What follows belongs to an exercise in optimizing a design on an open flow for small area; a production flow would make more cautious choices.
RTL that was checked went through simulation tests only; none was proved equivalent to the original.
No activity file was given, so power comes from the tool's default toggle rates.

==> inputs of run a <==
==> flow/design.v <==
module num_to_svnseg(
    input [3:0] in,
    output [6:0] out);
    wire [15:0] a = 16'b1101_0111_1110_1101;
    wire [15:0] b = 16'b0010_0111_1001_1111;
    wire [15:0] c = 16'b0010_1111_1111_1011;
    wire [15:0] d = 16'b0111_1011_0110_1101;
    wire [15:0] e = 16'b1111_1101_0100_0101;
    wire [15:0] f = 16'b1101_1111_0111_0001;
    wire [15:0] g = 16'b1110_1111_0111_1100;
    assign out = ~{a[in], b[in], c[in], d[in], e[in], f[in], g[in]};
endmodule
module pong
#(
    parameter CLKS_PER_MOVE = 1000
)
(
    input FPGA_CLK,
    input RST_N,
    input RESET,
    input KEY1,
    input KEY2,
    input KEY3,
    input KEY4,
    output VGA_HSYNC,
    output VGA_VSYNC,
    output VGA_R,
    output VGA_G,
    output VGA_B,
    output SVNSEG_DIG1,
    output SVNSEG_DIG2,
    output SVNSEG_DIG3,
    output SVNSEG_DIG4,
    output SVNSEG_SEG0,
    output SVNSEG_SEG1,
    output SVNSEG_SEG2,
    output SVNSEG_SEG3,
    output SVNSEG_SEG4,
    output SVNSEG_SEG5,
    output SVNSEG_SEG6,
    output SVNSEG_SEG7
);
    wire clk = FPGA_CLK;
    wire rst = !RST_N;
    reg [9:0] col;
    reg [9:0] row;
    wire col_wrap = col == 10'd799;
    always @(posedge clk) begin
        if (rst) begin
            col <= 10'd0;
            row <= 10'd0;
        end else begin
            col <= col_wrap ? 10'd0 : col + 10'd1;
            if (col_wrap)
                row <= (row == 10'd524) ? 10'd0 : row + 10'd1;
        end
    end
    localparam [9:0] LFSR_END = 10'd356;
    reg [9:0] pc;    
    reg [9:0] bc;    
    wire p_tick = pc == LFSR_END;
    always @(posedge clk) begin
        if (rst || p_tick)
            pc <= 10'd0;
        else
            pc <= {pc[8:0], ~(pc[9] ^ pc[6])};
    end
    reg [8:0] p1, p2;
    wire up1 = !KEY1, dn1 = !KEY2, up2 = !KEY3, dn2 = !KEY4;
    always @(posedge clk) begin
        if (rst) begin
            p1 <= 9'd208;
            p2 <= 9'd208;
        end else if (p_tick) begin
            if (up1 && !dn1 && p1[8:2] != 7'd0) p1 <= p1 - 9'd1;
            else if (dn1 && !up1 && !(&{p1[8:7], p1[4:2], p1[0]})) p1 <= p1 + 9'd1;
            if (up2 && !dn2 && p2[8:2] != 7'd0) p2 <= p2 - 9'd1;
            else if (dn2 && !up2 && !(&{p2[8:7], p2[4:2], p2[0]})) p2 <= p2 + 9'd1;
        end
    end
    reg idle;           
    reg hr, vu;         
    reg [9:0] x;
    reg [8:1] yh;       
    wire [8:0] y = {yh, x[0]};
    reg [3:0] score1, score2;
    wire b_tick = !idle && bc == LFSR_END;
    always @(posedge clk) begin
        if (rst || idle || b_tick)
            bc <= 10'd0;
        else
            bc <= {bc[8:0], ~(bc[9] ^ bc[6])};
    end
    wire right_side = x[9];
    wire [8:0] pp = right_side ? p2 : p1;
    wire [9:0] e = {1'b0, y} + 10'd16 - {1'b0, pp};       
    wire x_gt599 = x[8] | (x[6] & (x[5] | (x[4] & x[3])));
    wire x_eq599 = !x[8] & x[6] & !x[5] & x[4] & !x[3] & x[2] & x[1] & x[0];
    wire x_lt24 = !x[8] & !x[7] & !x[6] & !x[5] & !(x[4] & x[3]);
    wire x_eq24 = !x[8] & !x[7] & !x[6] & !x[5] & x[4] & x[3] & !x[2] & !x[1] & !x[0];
    wire near = right_side ? x_gt599 : x_lt24;
    wire face = (right_side ? x_eq599 : x_eq24) && pp[8:4] != 5'd0
                && e < 10'd80;                           
    wire top = y[8:2] == 7'd0 || (e == 10'd80 && near);
    wire bot = y >= 9'd461 || (e == 10'd0 && near);
    wire out_r = x[9] & !x[8] & x[6:0] == 7'h7F;    
    wire out_l = x[9] & x[8] & x[3:0] == 4'd1;      
    reg h1, v1, h2, v2;
    always @(*) begin
        h1 = hr; v1 = vu;
        if (top) begin
            h1 = hr & vu; v1 = 1'b0;
        end else if (bot) begin
            h1 = hr & !vu; v1 = 1'b1;
        end
        h2 = h1; v2 = v1;
        if (face) begin
            h2 = !right_side;
            v2 = right_side ? (v1 & h1) : (v1 & !h1);
        end
    end
    always @(posedge clk) begin
        if (rst) begin
            idle <= 1'b1;
            x <= 10'd312;
            yh <= 8'd116;
            score1 <= 4'd0;
            score2 <= 4'd0;
        end else if (idle) begin
            if (!RESET) begin
                idle <= 1'b0;
                hr <= 1'b1;
                vu <= 1'b1;
            end
        end else if (b_tick) begin
            if (out_r || out_l) begin
                idle <= 1'b1;
                x <= 10'd312;
                yh <= 8'd116;
                if (out_r) score1 <= score1 + 4'd1;
                else score2 <= score2 + 4'd1;
            end else begin
                hr <= h2;
                vu <= v2;
                x <= h2 ? x + 10'd1 : x - 10'd1;
                yh <= (v2 ? y - 9'd1 : y + 9'd1) >> 1;
            end
        end
    end
    wire [8:0] rb = row[8:0] - y;
    wire [8:0] pd = col[9] ? p2 : p1;
    wire [8:0] rp = row[8:0] - pd;
    wire [9:0] cb = col - x;
    wire ball_on = rb[8:4] == 5'd0 && cb[9:4] == 6'd0;
    wire pad_col = (col >= 10'd8 && col < 10'd24) || (col >= 10'd615 && col < 10'd631);
    wire pad_on = pad_col && rp[8:6] == 3'd0;
    wire border = row < 10'd3 || row >= 10'd477;
    wire pix = (ball_on || pad_on || border) && row < 10'd480 && col < 10'd640;
    assign {VGA_R, VGA_G, VGA_B} = {3{pix}};
    assign VGA_HSYNC = !(col >= 10'd656 && col < 10'd752);
    assign VGA_VSYNC = !(row == 10'd490 || row == 10'd491);
    reg [7:0] su;
    reg started;
    reg [1:0] s;
    reg [3:0] n;
    wire scan_tick = su == 8'd0 && col[4:0] == 5'd0;
    always @(posedge clk) begin
        if (rst) begin
            su <= 8'd0;
            started <= 1'b0;
            s <= 2'd0;
            n <= 4'd8;
        end else begin
            if (col[4:0] == 5'd31)
                su <= su + 8'd1;
            if (scan_tick) begin
                started <= 1'b1;
                s <= s + 2'd1;
                n <= s[0] ? 4'd0 : (s[1] ? score1 : score2);
            end
        end
    end
    wire [6:0] seg;
    num_to_svnseg dec(.in(n), .out(seg));
    wire [3:0] ds = started ? ~(4'b0001 << (s - 2'd1)) : 4'b0000;
    assign {SVNSEG_DIG4, SVNSEG_DIG3, SVNSEG_DIG2, SVNSEG_DIG1} = ds;
    assign {SVNSEG_SEG0, SVNSEG_SEG1, SVNSEG_SEG2, SVNSEG_SEG3,
            SVNSEG_SEG4, SVNSEG_SEG5, SVNSEG_SEG6} = seg;
    assign SVNSEG_SEG7 = ds != 4'b1011;
endmodule
==> flow/flow/run.sh <==
#!/bin/bash
# Standard synthesis, then an area re-optimisation of its combinational logic
# (registers untouched), then the standard layout from floorplan on.
set -euo pipefail
R=orfs/results/$FLOW_PLATFORM/pong/base
bash standard.sh synth > synth.log 2>&1
cp $R/1_2_yosys.v $R/1_2_yosys.std.v
REOPT_LIB=$FLOW_HOME/platforms/sky130hd/lib/sky130_fd_sc_hd__tt_025C_1v80.lib \
REOPT_IN=$R/1_2_yosys.std.v REOPT_OUT=$R/1_2_yosys.v REOPT_ABC=flow/area.abc \
    yosys -c flow/reopt.tcl > reopt.log 2>&1
touch $R/1_2_yosys.v
bash standard.sh finish > layout.log 2>&1
==> flow/flow/area.abc <==
strash
&get -n
&deepsyn -T 60
&put
dch
map -a
==> flow/flow/reopt.tcl <==
# Re-optimise the combinational logic of the standard synthesis netlist for area.
# Registers (their instances, names and cell types) are kept as they are.
yosys -import
set lib $::env(REOPT_LIB)
set in  $::env(REOPT_IN)
set out $::env(REOPT_OUT)
set script $::env(REOPT_ABC)
read_liberty -ignore_miss_func $lib
read_verilog -defer $in
hierarchy -top pong
# keep sequential cells as instances

setattr -mod -set keep_hierarchy 1 sky130_fd_sc_hd__df* sky130_fd_sc_hd__edf* sky130_fd_sc_hd__sdf* sky130_fd_sc_hd__conb_1
flatten
yosys rename -hide w:*.*
opt_clean -purge
techmap
opt -fast
abc -liberty $lib -dont_use *probe* -dont_use *lpflow* -dont_use *clkbuf* -dont_use *clkinv* -dont_use *dlygate* -dont_use *dlymetal* -script $script
opt_clean -purge
hierarchy -top pong
blackbox sky130_fd_sc_hd__*
setundef -zero
hilomap -singleton -hicell sky130_fd_sc_hd__conb_1 HI -locell sky130_fd_sc_hd__conb_1 LO
splitnets
opt_clean -purge
tee -o $out.stat stat -liberty $lib
write_verilog -noattr -nohex -nodec -selected $out
==> flow/standard.sh <==
#!/bin/bash
# synth_recipe.tcl (not shown) runs the flow's synth.tcl, then flattens the netlist and writes it again
# the make line also repeats each setting of config.mk as NAME=value (left out here)
make -C /OpenROAD-flow-scripts/flow DESIGN_CONFIG=/design/flow/config.mk WORK_HOME=/design/flow/orfs CLKGATE_MAP_FILE= SYNTH_SCRIPT=/design/flow/synth_recipe.tcl "${@:-finish}"
==> flow/config.mk <==
export PLATFORM = sky130hd
export DESIGN_NAME = pong
export DESIGN_NICKNAME = pong
export VERILOG_FILES = /design/flow/design.v
export SDC_FILE = /design/flow/constraint.sdc
export NUM_CORES = 4
export LEC_CHECK = 0
export CAP_MARGIN = 20
export CORE_MARGIN = 2
export CORE_UTILIZATION = 65
export PLACE_DENSITY = 0.75
export SLEW_MARGIN = 20
==> flow/constraint.sdc <==
create_clock -name core_clock -period 10.0 [get_ports {FPGA_CLK}]
set_input_delay 2.0000 -clock core_clock [delete_from_list [all_inputs] [get_ports {FPGA_CLK}]]
set_output_delay 2.0000 -clock core_clock [all_outputs]
set_load 0.01 [all_outputs]
==> run b (differences from run a) <==
--- a/flow/design.v
+++ b/flow/design.v
@@ -55,7 +55,15 @@
                 row <= (row == 10'd524) ? 10'd0 : row + 10'd1;
         end
     end
-    localparam [9:0] LFSR_END = 10'd356;
+    function [9:0] lfsr_after(input integer steps);
+        integer i;
+        begin
+            lfsr_after = 10'd0;
+            for (i = 0; i < steps; i = i + 1)
+                lfsr_after = {lfsr_after[8:0], ~(lfsr_after[9] ^ lfsr_after[6])};
+        end
+    endfunction
+    localparam [9:0] LFSR_END = lfsr_after(CLKS_PER_MOVE);
     reg [9:0] pc;    
     reg [9:0] bc;    
     wire p_tick = pc == LFSR_END;
@@ -86,7 +94,7 @@
     reg [3:0] score1, score2;
     wire b_tick = !idle && bc == LFSR_END;
     always @(posedge clk) begin
-        if (rst || idle || b_tick)
+        if (idle || b_tick)
             bc <= 10'd0;
         else
             bc <= {bc[8:0], ~(bc[9] ^ bc[6])};
@@ -160,26 +168,29 @@
     assign VGA_HSYNC = !(col >= 10'd656 && col < 10'd752);
     assign VGA_VSYNC = !(row == 10'd490 || row == 10'd491);
     reg [7:0] su;
-    reg started;
     reg [1:0] s;
-    reg [3:0] n;
+    reg chg;
+    wire started = !(s == 2'd0 && chg);
     wire scan_tick = su == 8'd0 && col[4:0] == 5'd0;
+    wire inc1 = b_tick && out_r;
+    wire inc2 = b_tick && out_l;
     always @(posedge clk) begin
         if (rst) begin
             su <= 8'd0;
-            started <= 1'b0;
             s <= 2'd0;
-            n <= 4'd8;
+            chg <= 1'b1;
         end else begin
             if (col[4:0] == 5'd31)
                 su <= su + 8'd1;
             if (scan_tick) begin
-                started <= 1'b1;
                 s <= s + 2'd1;
-                n <= s[0] ? 4'd0 : (s[1] ? score1 : score2);
-            end
-        end
-    end
+                chg <= s[1] ? (!s[0] && inc1) : (!s[0] && inc2);
+            end else if (s[0] && (s[1] ? inc1 : inc2))
+                chg <= 1'b1;
+        end
+    end
+    wire [3:0] shown = (s[1] ? score1 : score2) - {3'd0, chg};
+    wire [3:0] n = !started ? 4'd8 : !s[0] ? 4'd0 : shown;
     wire [6:0] seg;
     num_to_svnseg dec(.in(n), .out(seg));
     wire [3:0] ds = started ? ~(4'b0001 << (s - 2'd1)) : 4'b0000;
==> flow/flow/run.sh (replaced) <==
#!/bin/bash
# Standard synthesis, then an area re-optimisation of its combinational logic
# (registers untouched: same instances, names and cell types), then the
# standard layout from floorplan on, with single-strength port buffers and a
# clock tree without dummy loads.
set -euo pipefail
R=orfs/results/$FLOW_PLATFORM/pong/base
bash standard.sh synth > synth.log 2>&1
cp $R/1_2_yosys.v $R/1_2_yosys.std.v

# several ABC runs with different seeds; keep the smallest result
LIB=$FLOW_HOME/platforms/sky130hd/lib/sky130_fd_sc_hd__tt_025C_1v80.lib
mkdir -p reopt
for S in 0 1 2 3; do
    printf 'strash\n&get -n\n&deepsyn -T 300 -S %s\n&put\ndch -f\namap -F 3 -A 10\n' $S > reopt/s$S.abc
    REOPT_LIB=$LIB REOPT_IN=$R/1_2_yosys.std.v REOPT_OUT=reopt/s$S.v REOPT_ABC=reopt/s$S.abc \
        yosys -c flow/reopt.tcl > reopt_s$S.log 2>&1 &
done
wait
best=""; best_area=""
for S in 0 1 2 3; do
    a=$(grep -i "chip area" reopt/s$S.v.stat | grep -o '[0-9.]*$' || true)
    echo "seed $S area $a" >> reopt_summary.log
    if [[ -n "$a" ]] && { [[ -z "$best_area" ]] || awk -v a="$a" -v b="$best_area" 'BEGIN { exit !(a < b) }'; }; then
        best=$S; best_area=$a
    fi
done
echo "kept seed $best ($best_area)" >> reopt_summary.log
cp reopt/s$best.v $R/1_2_yosys.v
touch $R/1_2_yosys.v

export BUFFER_PORTS_ARGS="-buffer_cell sky130_fd_sc_hd__buf_1"
export CTS_ARGS="-sink_clustering_enable -repair_clock_nets -dont_use_dummy_load"
bash standard.sh finish > layout.log 2>&1
--- a/flow/flow/reopt.tcl
+++ b/flow/flow/reopt.tcl
@@ -16,7 +16,7 @@
 opt_clean -purge
 techmap
 opt -fast
-abc -liberty $lib -dont_use *probe* -dont_use *lpflow* -dont_use *clkbuf* -dont_use *clkinv* -dont_use *dlygate* -dont_use *dlymetal* -script $script
+abc -liberty $lib -dont_use *probe* -dont_use *lpflow* -dont_use *clkbuf* -dont_use *clkinv* -dont_use *dlygate* -dont_use *dlymetal* -script $script pong
 opt_clean -purge
 hierarchy -top pong
 blackbox sky130_fd_sc_hd__*
--- a/flow/config.mk
+++ b/flow/config.mk
@@ -7,6 +7,5 @@
 export LEC_CHECK = 0
 export CAP_MARGIN = 20
 export CORE_MARGIN = 2
-export CORE_UTILIZATION = 65
-export PLACE_DENSITY = 0.75
+export CORE_UTILIZATION = 55
 export SLEW_MARGIN = 20
removed: flow/flow/area.abc
==> summary of the runs <==
Between run a and run b, the lower sequential share of layout area is in run a (gap 1.7 points). Of run b and run a, run a has the higher area after synthesis (gap about 6%, measured against run a). Of run b and run a, run a has the higher power (gap 4.5%, measured against run a). Between run a and run b, the lower via count is in run b (gap 10%, measured against run b). Of run a and run b, run b has the higher critical path depth (gap 14). Clock skew: run a is lower than run b (11 ps). Of run a and run b, run b has the higher non-clock buffer count (gap 2). Setup slack: run b is higher than run a (970 ps).
==> figures <==
metric	run b	run a
Placed wire-length estimate	10200 um	10400 um
Num tapcells	111	105
R2R depth	24	22
Detail Route met3 WL	863 um	1020 um
Mean area per synthesized cell	7.24 um^2	6.43 um^2
Non-clock buffer count in the final layout	27	25
Pwr per Cell Area	121 nW/um^2	116 nW/um^2
Outcome	finished clean	finished clean
Shortest period the worst path allows	5710 ps	6680 ps
Cell Area, Placed	5430 um^2	5890 um^2
Post-placement worst setup slack	4560 ps	3770 ps
Die Outline Area	10200 um^2	9240 um^2
Starting DRC count in detailed routing	506	497
Inverter count of the layout excluding clock inverters	128	159
Number of nets in the synthesized netlist	722	864
Type of destination of the critical path	flip-flop	output port
Static leakage	2.05 nW	2.45 nW
Ratio of cells with drive above 1 in the final layout	1.73%	2.34%
For run a, only the layout was checked, not whether the RTL still works.

==> port drivers added, routing unchanged <==
Ports are ideal in the flow. The routed layouts listed here were re-timed in OpenROAD.
Step 1 sets driving cells, clkbuf_16 on the clock port and buf_2 on the other inputs (assumed; they add their load-dependent delay and slew).
Step 2 also shifts input and output timing later by t, the mid clock arrival at the registers, as if the neighbouring blocks saw the same clock.
Slacks: no drivers / after step 1 / after step 2; pairs: no drivers / after step 1.
run	t, ns	slack for setup (ns)	clock arrival spread, ns	worst data-port slew with drivers (ns)
run a	0.388	3.320 / 3.289 / 3.677	0.014 / 0.014	0.03
run b	0.386	4.286 / 4.286 / 4.286	0.026 / 0.026	0.03
After both steps every run listed still meets setup and hold.
